From an optimization exercise on the open Yosys and OpenROAD flow, aimed at small area; shortcuts taken in it are not production practice.
Only simulation tests tie the RTL to the original design; equivalence was not proved.

==> v34: inputs <==
// clock_century
module clock_century(
    input           clk,
    input           reset_n,
    input  [1:0]    mode,
    input  [5:0]    select,
    input           button_inc,
    input           button_dec,
    input           am_pm,
    input  [5:0]    alarm_min,
    input  [4:0]    alarm_hour,
    input           alarm_i,
    output reg      alarm_o,
    output [13:0]   led_day,
    output [13:0]   led_month,
    output [13:0]   led_year,
    output [13:0]   led_hour,
    output [13:0]   led_min,
    output [13:0]   led_sec
);
==> flow/config.mk <==
export PLATFORM = sky130hd
export DESIGN_NAME = clock_century
export DESIGN_NICKNAME = clock_century
export VERILOG_FILES = /design/flow/design.v
export SDC_FILE = /design/flow/constraint.sdc
export NUM_CORES = 4
export LEC_CHECK = 0
export CAP_MARGIN = 20
export CORE_MARGIN = 2
export CORE_UTILIZATION = 40
export PLACE_DENSITY = 0.6
export SLEW_MARGIN = 20
==> flow/constraint.sdc <==
create_clock -name core_clock -period 10.0 [get_ports {clk}]
set_input_delay 2.0000 -clock core_clock [delete_from_list [all_inputs] [get_ports {clk}]]
set_output_delay 2.0000 -clock core_clock [all_outputs]
set_load 0.01 [all_outputs]
standard.sh (not shown) runs the stock make flow with config.mk's settings and CLKGATE_MAP_FILE= SYNTH_SCRIPT=/design/flow/synth_recipe.tcl, a recipe that flattens the netlist after the stock synthesis.
==> flow/flow/run.sh <==
#!/bin/bash
# The standard layout (standard.sh), with these changes:
#  - after the standard synthesis, its combinational logic is mapped again
#    by ABC with an area script (flow/reopt.tcl, flow/abc_area.script), from
#    eight random seeds, keeping the smallest result; every flip-flop instance
#    is kept as the standard synthesis made it;
#  - the ports are buffered with the smallest buffer;
#  - the clock tree uses clkbuf_8 and no dummy loads.
# Logs: make_synth.log, reopt_<seed>.log, make_finish.log here, and each
# ORFS step's own log under orfs/logs/.
set -euo pipefail
R="$PWD/orfs/results/$FLOW_PLATFORM/clock_century/base"
bash standard.sh synth > make_synth.log 2>&1
cp "$R/1_2_yosys.v" "$R/1_2_yosys_standard.v"
best=""; bestarea=""
for wave in "1 2 3 4" "5 6 7 8"; do
  for s in $wave; do
    sed "s/SEED/$s/g" flow/abc_area.script > "abc_area_$s.script"
    REOPT_LIB="$FLOW_HOME/platforms/$FLOW_PLATFORM/lib/sky130_fd_sc_hd__tt_025C_1v80.lib" \
    REOPT_IN="$R/1_2_yosys_standard.v" REOPT_OUT="$PWD/reopt_$s.v" \
    REOPT_ABC="$PWD/abc_area_$s.script" REOPT_STAT="$PWD/reopt_stat_$s.txt" \
        yosys -c flow/reopt.tcl > "reopt_$s.log" 2>&1 &
  done
  wait
done
for s in 1 2 3 4 5 6 7 8; do
  a=$(awk '/Chip area/ {print $NF}' "reopt_stat_$s.txt")
  echo "seed $s: area $a" >> reopt_summary.log
  if [[ -z "$best" ]] || awk -v a="$a" -v b="$bestarea" 'BEGIN{exit !(a < b)}'; then
    best=$s; bestarea=$a
  fi
done
echo "kept seed $best" >> reopt_summary.log
cp "reopt_$best.v" "$R/1_2_yosys.v"
rm -f "$R/1_synth.odb" "$R/1_synth.sdc"
bash standard.sh \
    "BUFFER_PORTS_ARGS=-buffer_cell sky130_fd_sc_hd__buf_1" \
    "CTS_ARGS=-sink_clustering_enable -repair_clock_nets -dont_use_dummy_load -root_buf sky130_fd_sc_hd__clkbuf_8 -buf_list sky130_fd_sc_hd__clkbuf_8 -sink_clustering_size 50 -sink_clustering_max_diameter 500" \
    finish > make_finish.log 2>&1
==> flow/flow/abc_area.script <==
strash
dc2
&get -n
&deepsyn -T 60 -S SEED
&put
dch -f
amap
topo
strash
&get -n
&deepsyn -T 30 -S SEED
&put
dch -f
amap
topo
strash
&get -n
&deepsyn -T 30 -S SEED
&put
dch -f
amap
topo
Other scripts of this flow, unchanged in this note and not shown: flow/flow/reopt.tcl
==> v3 (differences from v34) <==
--- a/flow/flow/run.sh
+++ b/flow/flow/run.sh
@@ -4,3 +4,3 @@
 #    by ABC with an area script (flow/reopt.tcl, flow/abc_area.script), from
-#    eight random seeds, keeping the smallest result; every flip-flop instance
+#    four random seeds, keeping the smallest result; every flip-flop instance
 #    is kept as the standard synthesis made it;
@@ -15,13 +15,11 @@
 best=""; bestarea=""
-for wave in "1 2 3 4" "5 6 7 8"; do
-  for s in $wave; do
-    sed "s/SEED/$s/g" flow/abc_area.script > "abc_area_$s.script"
-    REOPT_LIB="$FLOW_HOME/platforms/$FLOW_PLATFORM/lib/sky130_fd_sc_hd__tt_025C_1v80.lib" \
-    REOPT_IN="$R/1_2_yosys_standard.v" REOPT_OUT="$PWD/reopt_$s.v" \
-    REOPT_ABC="$PWD/abc_area_$s.script" REOPT_STAT="$PWD/reopt_stat_$s.txt" \
-        yosys -c flow/reopt.tcl > "reopt_$s.log" 2>&1 &
-  done
-  wait
+for s in 1 2 3 4; do
+  sed "s/SEED/$s/g" flow/abc_area.script > "abc_area_$s.script"
+  REOPT_LIB="$FLOW_HOME/platforms/$FLOW_PLATFORM/lib/sky130_fd_sc_hd__tt_025C_1v80.lib" \
+  REOPT_IN="$R/1_2_yosys_standard.v" REOPT_OUT="$PWD/reopt_$s.v" \
+  REOPT_ABC="$PWD/abc_area_$s.script" REOPT_STAT="$PWD/reopt_stat_$s.txt" \
+      yosys -c flow/reopt.tcl > "reopt_$s.log" 2>&1 &
 done
-for s in 1 2 3 4 5 6 7 8; do
+wait
+for s in 1 2 3 4; do
   a=$(awk '/Chip area/ {print $NF}' "reopt_stat_$s.txt")
==> flow/flow/abc_area.script (replaced) <==
strash
dc2
&get -n
&deepsyn -T 60 -S SEED
&put
dch -f
amap
topo
strash
&get -n
&deepsyn -T 30 -S SEED
&put
dch -f
amap
topo
==> flow_results.xml <==
<?xml version="1.0" encoding="UTF-8"?>
<metrics>
  <group name="outcome">
    <metric name="run_status" unit="">timing/DRC/antenna clean</metric>
  </group>
  <group name="routing">
    <metric name="routedLengthMet1" unit="mm">4.13</metric>
    <metric name="routed-wl-met3" unit="um">550</metric>
  </group>
  <group name="power_and_ir_drop">
    <metric name="total_switching_power" unit="mW">0.770</metric>
  </group>
  <group name="layout">
    <metric name="final_nets" unit="">630</metric>
  </group>
  <group name="floorplan">
    <metric name="dieArea" unit="um2">8760</metric>
  </group>
  <group name="grt">
    <metric name="gr-usage-met1" unit="">0.254</metric>
  </group>
</metrics>
# the run above: v3

==> flow_results.xml <==
<?xml version="1.0" encoding="UTF-8"?>
<metrics>
  <group name="layout">
    <metric name="final_nets" unit="">626</metric>
  </group>
  <group name="clocking">
    <metric name="post_cts_buffers" unit="">0</metric>
    <metric name="postCtsHoldBufs" unit="">0</metric>
  </group>
  <group name="grt">
    <metric name="gr-usage-met1" unit="">0.286</metric>
  </group>
  <group name="critical_path">
    <metric name="critical_path.most_common_cell" unit="">sky130_fd_sc_hd__o21ai_0</metric>
    <metric name="critical-path-max-stage-delay" unit="ps">430</metric>
    <metric name="crit_slowest_cell" unit="">sky130_fd_sc_hd__clkinv_1</metric>
  </group>
  <group name="synthesis">
    <metric name="postSynthCellCount" unit="">499</metric>
  </group>
  <group name="floorplan">
    <metric name="dieArea" unit="um2">8730</metric>
  </group>
  <group name="outcome">
    <metric name="run_status" unit="">timing/DRC/antenna clean</metric>
  </group>
  <group name="routing">
    <metric name="routed-wl-met3" unit="um">457</metric>
    <metric name="routedLengthMet1" unit="mm">4.23</metric>
  </group>
</metrics>
# the run above: v34


==> job 146: inputs <==
==> flow/design.v <==
module clock_century(
    input           clk,
    input           reset_n,
    input  [1:0]    mode,
    input  [5:0]    select,
    input           button_inc,
    input           button_dec,
    input           am_pm,
    input  [5:0]    alarm_min,
    input  [4:0]    alarm_hour,
    input           alarm_i,
    output reg      alarm_o,
    output [13:0]   led_day,
    output [13:0]   led_month,
    output [13:0]   led_year,
    output [13:0]   led_hour,
    output [13:0]   led_min,
    output [13:0]   led_sec
);
reg [2:0] st; reg [3:0] su;      
reg [2:0] mt; reg [3:0] mu;      
reg [1:0] ht; reg [3:0] hu;      
reg [1:0] dt; reg [3:0] du;      
reg [3:0] mo;                    
reg [3:0] yt; reg [3:0] yu;      
reg       alarm_en;
function [3:0] inc10;            
    input [3:0] d;
    case (d)
        4'd0: inc10 = 4'd1; 4'd1: inc10 = 4'd2; 4'd2: inc10 = 4'd3;
        4'd3: inc10 = 4'd4; 4'd4: inc10 = 4'd5; 4'd5: inc10 = 4'd6;
        4'd6: inc10 = 4'd7; 4'd7: inc10 = 4'd8; 4'd8: inc10 = 4'd9;
        default: inc10 = 4'd0;
    endcase
endfunction
function [3:0] dec10;            
    input [3:0] d;
    case (d)
        4'd1: dec10 = 4'd0; 4'd2: dec10 = 4'd1; 4'd3: dec10 = 4'd2;
        4'd4: dec10 = 4'd3; 4'd5: dec10 = 4'd4; 4'd6: dec10 = 4'd5;
        4'd7: dec10 = 4'd6; 4'd8: dec10 = 4'd7; 4'd9: dec10 = 4'd8;
        default: dec10 = 4'd9;
    endcase
endfunction
function [2:0] inc6;             
    input [2:0] d;
    case (d)
        3'd0: inc6 = 3'd1; 3'd1: inc6 = 3'd2; 3'd2: inc6 = 3'd3;
        3'd3: inc6 = 3'd4; 3'd4: inc6 = 3'd5;
        default: inc6 = 3'd0;
    endcase
endfunction
function [2:0] dec6;             
    input [2:0] d;
    case (d)
        3'd1: dec6 = 3'd0; 3'd2: dec6 = 3'd1; 3'd3: dec6 = 3'd2;
        3'd4: dec6 = 3'd3; 3'd5: dec6 = 3'd4;
        default: dec6 = 3'd5;
    endcase
endfunction
function [6:0] seg;
    input [3:0] d;
    case (d)
        4'd1: seg = 7'h79;
        4'd2: seg = 7'h24;
        4'd3: seg = 7'h30;
        4'd4: seg = 7'h19;
        4'd5: seg = 7'h12;
        4'd6: seg = 7'h02;
        4'd7: seg = 7'h78;
        4'd8: seg = 7'h00;
        4'd9: seg = 7'h10;
        default: seg = 7'h40;
    endcase
endfunction
wire run_fwd = (mode == 2'b00);
wire set_up  = (mode == 2'b01);
wire set_dn  = (mode == 2'b10);
wire run_bwd = (mode == 2'b11);
wire s_u9  = su[3] & su[0];
wire s_u0  = ~su[3] & ~su[2] & ~su[1] & ~su[0];
wire s_max = st[2] & st[0] & s_u9;                   
wire s_min = ~st[2] & ~st[1] & ~st[0] & s_u0;        
wire m_u9  = mu[3] & mu[0];
wire m_u0  = ~mu[3] & ~mu[2] & ~mu[1] & ~mu[0];
wire m_max = mt[2] & mt[0] & m_u9;
wire m_min = ~mt[2] & ~mt[1] & ~mt[0] & m_u0;
wire h_u9  = hu[3] & hu[0];
wire h_u0  = ~hu[3] & ~hu[2] & ~hu[1] & ~hu[0];
wire h_min = ~ht[1] & ~ht[0] & h_u0;
wire h_12  = ht[0] & ~hu[3] & ~hu[2] & hu[1] & ~hu[0];
wire h_24  = ht[1] & hu[2];
wire h_ge12 = ht[1] | (ht[0] & (hu[3] | hu[2] | hu[1]));
wire h_gt12 = ht[1] | (ht[0] & (hu[3] | hu[2] | (hu[1] & hu[0])));
wire h_max = am_pm ? h_12 : h_24;
wire h_ge  = am_pm ? h_ge12 : h_24;
wire h_gt  = am_pm & h_gt12;
wire d_u9  = du[3] & du[0];
wire d_u0  = ~du[3] & ~du[2] & ~du[1] & ~du[0];
wire d_min = ~dt[1] & ~dt[0] & ~du[3] & ~du[2] & ~du[1] & du[0];
wire y_u9  = yu[3] & yu[0];
wire y_u0  = ~yu[3] & ~yu[2] & ~yu[1] & ~yu[0];
wire y_max = yt[3] & yt[1];                          
wire y_min = ~yt[3] & ~yt[2] & ~yt[1] & ~yt[0] & y_u0;
wire mo_max = mo[3] & mo[2];                         
wire mo_min = ~mo[3] & ~mo[2] & ~mo[1] & mo[0];
wire leap = ~yu[0] & ((yu[1] & yt[0]) | (~yu[1] & ~yt[0]));
wire feb  = ~mo[3] & ~mo[2] & mo[1] & ~mo[0];
wire m30  = (~mo[3] & mo[2] & ~mo[0]) | (mo[3] & mo[0]);    
wire c28  = feb & ~leap;
wire c29  = feb & leap;
wire c30  = ~feb & m30;
wire c31  = ~feb & ~m30;
wire d_3x = dt[1] & dt[0];
wire d_2x = dt[1] & ~dt[0];
wire d_max = (c28 & d_2x & du[3] & ~du[0]) | (c29 & d_2x & d_u9) |
             (c30 & d_3x & ~du[0]) | (c31 & d_3x & du[0]);
wire d_ge  = (c28 & (d_3x | (d_2x & du[3]))) | (c29 & (d_3x | (d_2x & d_u9))) |
             (c30 & d_3x) | (c31 & d_3x & du[0]);
wire d_gt  = (c28 & (d_3x | (d_2x & d_u9))) | (c29 & d_3x) | (c30 & d_3x & du[0]);
wire [1:0] dm1_t = c31 ? 2'd3 : 2'd2;
wire [3:0] dm1_u = c28 ? 4'd7 : c29 ? 4'd8 : c30 ? 4'd9 : 4'd0;
wire [1:0] dim_t = (c28 | c29) ? 2'd2 : 2'd3;
wire [3:0] dim_u = c28 ? 4'd8 : c29 ? 4'd9 : c30 ? 4'd0 : 4'd1;
wire [5:0] up, dn;
assign up[0] = run_fwd | (set_up & select[0] & button_inc);
assign up[1] = run_fwd ? s_max : (set_up & select[1] & button_inc);
assign up[2] = run_fwd ? (s_max & m_max) : (set_up & select[2] & button_inc);
assign up[3] = run_fwd ? (s_max & m_max & h_max) : (set_up & select[3] & button_inc);
assign up[4] = run_fwd ? (s_max & m_max & h_max & d_max) : (set_up & select[4] & button_inc);
assign up[5] = run_fwd ? (s_max & m_max & h_max & d_max & mo_max) : (set_up & select[5] & button_inc);
assign dn[0] = run_bwd | (set_dn & select[0] & button_dec);
assign dn[1] = run_bwd ? s_min : (set_dn & select[1] & button_dec);
assign dn[2] = run_bwd ? (s_min & m_min) : (set_dn & select[2] & button_dec);
assign dn[3] = run_bwd ? (s_min & m_min & h_min) : (set_dn & select[3] & button_dec);
assign dn[4] = run_bwd ? (s_min & m_min & h_min & d_min) : (set_dn & select[4] & button_dec);
assign dn[5] = run_bwd ? (s_min & m_min & h_min & d_min & mo_min) : (set_dn & select[5] & button_dec);
always @(posedge clk or negedge reset_n) begin
    if (!reset_n) begin
        st <= 3'd0; su <= 4'd0;
    end else if (up[0]) begin
        su <= inc10(su);
        if (s_u9) st <= inc6(st);
    end else if (dn[0]) begin
        su <= dec10(su);
        if (s_u0) st <= dec6(st);
    end
end
always @(posedge clk or negedge reset_n) begin
    if (!reset_n) begin
        mt <= 3'd0; mu <= 4'd0;
    end else if (up[1]) begin
        mu <= inc10(mu);
        if (m_u9) mt <= inc6(mt);
    end else if (dn[1]) begin
        mu <= dec10(mu);
        if (m_u0) mt <= dec6(mt);
    end
end
always @(posedge clk or negedge reset_n) begin
    if (!reset_n) begin
        ht <= 2'd0; hu <= 4'd0;
    end else if (up[2]) begin
        if (h_ge)      begin ht <= 2'd0; hu <= 4'd0; end
        else begin
            hu <= inc10(hu);
            if (h_u9) ht <= {ht[0], ~ht[0]};
        end
    end else if (dn[2]) begin
        if (h_gt)       begin ht <= 2'd1; hu <= 4'd1; end
        else if (h_min) begin ht <= am_pm ? 2'd1 : 2'd2; hu <= am_pm ? 4'd2 : 4'd4; end
        else begin
            hu <= dec10(hu);
            if (h_u0) ht <= {ht[1] & ht[0], ~ht[0]};
        end
    end
end
always @(posedge clk or negedge reset_n) begin
    if (!reset_n) begin
        dt <= 2'd0; du <= 4'd1;
    end else if (up[3]) begin
        if (d_ge)      begin dt <= 2'd0; du <= 4'd1; end
        else begin
            du <= inc10(du);
            if (d_u9) dt <= {dt[1] | dt[0], ~dt[0]};
        end
    end else if (dn[3]) begin
        if (d_gt)       begin dt <= dm1_t; du <= dm1_u; end
        else if (d_min) begin dt <= dim_t; du <= dim_u; end
        else begin
            du <= dec10(du);
            if (d_u0) dt <= {dt[1] & dt[0], ~dt[0]};
        end
    end
end
always @(posedge clk or negedge reset_n) begin
    if (!reset_n) begin
        mo <= 4'd1;
    end else if (up[4]) begin
        case (mo)
            4'd1: mo <= 4'd2;  4'd2: mo <= 4'd3;  4'd3: mo <= 4'd4;
            4'd4: mo <= 4'd5;  4'd5: mo <= 4'd6;  4'd6: mo <= 4'd7;
            4'd7: mo <= 4'd8;  4'd8: mo <= 4'd9;  4'd9: mo <= 4'd10;
            4'd10: mo <= 4'd11; 4'd11: mo <= 4'd12;
            default: mo <= 4'd1;
        endcase
    end else if (dn[4]) begin
        case (mo)
            4'd2: mo <= 4'd1;  4'd3: mo <= 4'd2;  4'd4: mo <= 4'd3;
            4'd5: mo <= 4'd4;  4'd6: mo <= 4'd5;  4'd7: mo <= 4'd6;
            4'd8: mo <= 4'd7;  4'd9: mo <= 4'd8;  4'd10: mo <= 4'd9;
            4'd11: mo <= 4'd10; 4'd12: mo <= 4'd11;
            default: mo <= 4'd12;
        endcase
    end
end
always @(posedge clk or negedge reset_n) begin
    if (!reset_n) begin
        yt <= 4'd0; yu <= 4'd0;
    end else if (up[5]) begin
        if (y_max)     begin yt <= 4'd0; yu <= 4'd0; end
        else begin
            yu <= inc10(yu);
            if (y_u9) begin
                case (yt)
                    4'd0: yt <= 4'd1; 4'd1: yt <= 4'd2; 4'd2: yt <= 4'd3;
                    4'd3: yt <= 4'd4; 4'd4: yt <= 4'd5; 4'd5: yt <= 4'd6;
                    4'd6: yt <= 4'd7; 4'd7: yt <= 4'd8; 4'd8: yt <= 4'd9;
                    default: yt <= 4'd10;
                endcase
            end
        end
    end else if (dn[5]) begin
        yu <= y_min ? 4'd0 : dec10(yu);
        if (y_u0) begin
            case (yt)
                4'd1: yt <= 4'd0; 4'd2: yt <= 4'd1; 4'd3: yt <= 4'd2;
                4'd4: yt <= 4'd3; 4'd5: yt <= 4'd4; 4'd6: yt <= 4'd5;
                4'd7: yt <= 4'd6; 4'd8: yt <= 4'd7; 4'd9: yt <= 4'd8;
                4'd10: yt <= 4'd9;
                default: yt <= 4'd10;
            endcase
        end
    end
end
reg [4:0] m_half; reg [3:0] h_half;
always @(*) begin
    case ({mt, mu[3:1]})
        6'o00: m_half = 5'd0;  6'o01: m_half = 5'd1;  6'o02: m_half = 5'd2;  6'o03: m_half = 5'd3;  6'o04: m_half = 5'd4;
        6'o10: m_half = 5'd5;  6'o11: m_half = 5'd6;  6'o12: m_half = 5'd7;  6'o13: m_half = 5'd8;  6'o14: m_half = 5'd9;
        6'o20: m_half = 5'd10; 6'o21: m_half = 5'd11; 6'o22: m_half = 5'd12; 6'o23: m_half = 5'd13; 6'o24: m_half = 5'd14;
        6'o30: m_half = 5'd15; 6'o31: m_half = 5'd16; 6'o32: m_half = 5'd17; 6'o33: m_half = 5'd18; 6'o34: m_half = 5'd19;
        6'o40: m_half = 5'd20; 6'o41: m_half = 5'd21; 6'o42: m_half = 5'd22; 6'o43: m_half = 5'd23; 6'o44: m_half = 5'd24;
        6'o50: m_half = 5'd25; 6'o51: m_half = 5'd26; 6'o52: m_half = 5'd27; 6'o53: m_half = 5'd28; 6'o54: m_half = 5'd29;
        default: m_half = 5'd31;
    endcase
    case ({ht, hu[3:1]})
        5'o00: h_half = 4'd0;  5'o01: h_half = 4'd1;  5'o02: h_half = 4'd2;  5'o03: h_half = 4'd3;  5'o04: h_half = 4'd4;
        5'o10: h_half = 4'd5;  5'o11: h_half = 4'd6;  5'o12: h_half = 4'd7;  5'o13: h_half = 4'd8;  5'o14: h_half = 4'd9;
        5'o20: h_half = 4'd10; 5'o21: h_half = 4'd11; 5'o22: h_half = 4'd12; 5'o23: h_half = 4'd13; 5'o24: h_half = 4'd14;
        default: h_half = 4'd15;
    endcase
end
wire alarm_hit = (alarm_min == {m_half, mu[0]}) && (alarm_hour == {h_half, hu[0]});
always @(posedge clk or negedge reset_n) begin
    if (!reset_n) alarm_en <= 1'b0;
    else if (alarm_i) alarm_en <= ~alarm_en;
end
always @(posedge clk or negedge reset_n) begin
    if (!reset_n) alarm_o <= 1'b0;
    else if (!alarm_en) alarm_o <= 1'b0;
    else if (alarm_hit) alarm_o <= 1'b1;
end
wire mo_ten = mo[3] & (mo[2] | mo[1]);
reg [3:0] mo_u;
always @(*) begin
    case (mo)
        4'd10: mo_u = 4'd0;
        4'd11: mo_u = 4'd1;
        4'd12: mo_u = 4'd2;
        default: mo_u = mo;
    endcase
end
assign led_sec   = {seg({1'b0, st}), seg(su)};
assign led_min   = {seg({1'b0, mt}), seg(mu)};
assign led_hour  = {seg({2'b0, ht}), seg(hu)};
assign led_day   = {seg({2'b0, dt}), seg(du)};
assign led_month = {seg({3'b0, mo_ten}), seg(mo_u)};
assign led_year  = {seg(yt), seg(yu)};
endmodule
==> flow/flow/run.sh <==
#!/bin/bash
# The standard ORFS layout (standard.sh), with these changes:
#  - synthesis maps no half/full-adder cells and uses ABC with an
#    area-oriented script (flow/abc_area.script, in a copy of ORFS's scripts);
#  - the ports are buffered with the smallest buffer;
#  - the clock tree uses one buffer size and no dummy loads.
# Each step's full log is in orfs/logs/; make's output is in make_*.log.
set -euo pipefail
cp -r "$FLOW_HOME/scripts" scripts_local
cp flow/abc_area.script scripts_local/abc_area.script
bash standard.sh SCRIPTS_DIR="$PWD/scripts_local" ADDER_MAP_FILE= ABC_AREA=1 \
    "BUFFER_PORTS_ARGS=-buffer_cell sky130_fd_sc_hd__buf_1" \
    "CTS_ARGS=-sink_clustering_enable -repair_clock_nets -dont_use_dummy_load -root_buf sky130_fd_sc_hd__clkbuf_8 -buf_list sky130_fd_sc_hd__clkbuf_8 -sink_clustering_size 50 -sink_clustering_max_diameter 500" \
    finish > make_finish.log 2>&1
==> flow/flow/abc_area.script <==
strash
dc2
dch -f
map -a
topo
strash
dch -f
map -a
topo
==> flow/standard.sh <==
#!/bin/bash
# synth_recipe.tcl (not shown) runs the flow's synth.tcl, then flattens the netlist and writes it again
# the make line also repeats each setting of config.mk as NAME=value (left out here)
make -C /OpenROAD-flow-scripts/flow DESIGN_CONFIG=/design/flow/config.mk WORK_HOME=/design/flow/orfs CLKGATE_MAP_FILE= SYNTH_SCRIPT=/design/flow/synth_recipe.tcl "${@:-finish}"
==> flow/config.mk <==
export PLATFORM = sky130hd
export DESIGN_NAME = clock_century
export DESIGN_NICKNAME = clock_century
export VERILOG_FILES = /design/flow/design.v
export SDC_FILE = /design/flow/constraint.sdc
export NUM_CORES = 4
export LEC_CHECK = 0
export CAP_MARGIN = 20
export CORE_MARGIN = 2
export CORE_UTILIZATION = 40
export PLACE_DENSITY = 0.6
export SLEW_MARGIN = 20
==> flow/constraint.sdc <==
create_clock -name core_clock -period 10.0 [get_ports {clk}]
set_input_delay 2.0000 -clock core_clock [delete_from_list [all_inputs] [get_ports {clk}]]
set_output_delay 2.0000 -clock core_clock [all_outputs]
set_load 0.01 [all_outputs]
==> job 5826 (differences from job 146) <==
==> flow/run.sh (new file) <==
#!/bin/bash
# synth_recipe.tcl (not shown) runs the flow's synth.tcl, then flattens the netlist and writes it again
# the make line also repeats each setting of config.mk as NAME=value (left out here)
make -C /OpenROAD-flow-scripts/flow DESIGN_CONFIG=/design/flow/config.mk WORK_HOME=/design/flow/orfs CLKGATE_MAP_FILE= SYNTH_SCRIPT=/design/flow/synth_recipe.tcl finish
removed: flow/flow/run.sh
removed: flow/flow/abc_area.script
removed: flow/standard.sh
==> job 8557 (differences from job 146) <==
==> flow/flow/run.sh (replaced) <==
#!/bin/bash
# Standard ORFS layout with three changes: no adder-cell extraction in
# synthesis, ABC's area script, and the smallest buffer on the ports.
set -euo pipefail
bash standard.sh ADDER_MAP_FILE= ABC_AREA=1 \
    "BUFFER_PORTS_ARGS=-buffer_cell sky130_fd_sc_hd__buf_1" finish > make_finish.log 2>&1
removed: flow/flow/abc_area.script
==> run summary <==
item                                                               job 8557           job 5826            job 146
Post-Route Utilization                                               0.4596             0.4886             0.4662
Run status                                         timing/DRC/antenna clean  timing/DRC/antenna clean  timing/DRC/antenna clean
Data arrival time at the worst-slack endpoint                       1.96 ns            3.43 ns            4.94 ns
Number of tap cells inserted                                            143                180                133
Xor and xnor fraction of the mapped netlist area                    0.01111            0.02926            0.01991
Cell total after placement                                             1060               1019                900
DRC marker count from the first detailed-route iteration                385                366                231
Fraction of area in clock buffers and inverters                     0.03181            0.02029            0.01524
Least-Margin Pin Slew                                             0.7284 ns          0.9846 ns          0.8603 ns
Die W                                                              112.7 µm           123.2 µm           103.5 µm
Share of the final layout cell area in multi-input gates             0.5850             0.6237             0.5424
End of the worst register-to-register path                dt[1]$_DFFE_PN0P_  yt[0]$_DFFE_PN0P_  yt[1]$_DFFE_PN0P_
Via count of the first global-routing pass                             4719               5388               4081

-- separate check: timing with driven ports --
Ports are ideal in the flow. The routed layouts listed here were re-timed in OpenROAD.
Step 1 assumes that a clkbuf_16 drives the clock port and a buf_2 every other input.
Step 2, shift: input delay + t, output delay - t, t = (earliest + latest rising clock arrival at the registers) / 2. This alone moves slack from input paths to output paths.
Three values: ideal, step 1, step 2; two values: the first two.
run | shift t [ns] | setup slack, ns | hold WS [ns] | latest minus earliest clock arrival (ns) | worst slew at a driven data input, ns
v34 | 0.309 | 4.263 / 4.261 / 3.952 | 0.473 / 0.473 / 0.473 | 0.011 / 0.012 | 0.05
v3 | 0.313 | 4.227 / 4.234 / 3.921 | 0.470 / 0.470 / 0.470 | 0.015 / 0.016 | 0.05
job 146 | 0.316 | 5.253 / 5.260 / 4.944 | 0.472 / 0.472 / 0.472 | 0.016 / 0.016 | 0.05
job 5826 | 0.327 | 4.570 / 4.533 / 4.859 | 0.491 / 0.491 / 0.491 | 0.005 / 0.005 | 0.07
job 8557 | 0.320 | 6.036 / 5.999 / 6.218 | 0.466 / 0.466 / 0.466 | 0.013 / 0.012 | 0.05
After both steps every run listed still meets setup and hold. For v34, which loses most, drivers alone change the setup slack by -0.002 ns; drivers and shift together by -0.311 ns.
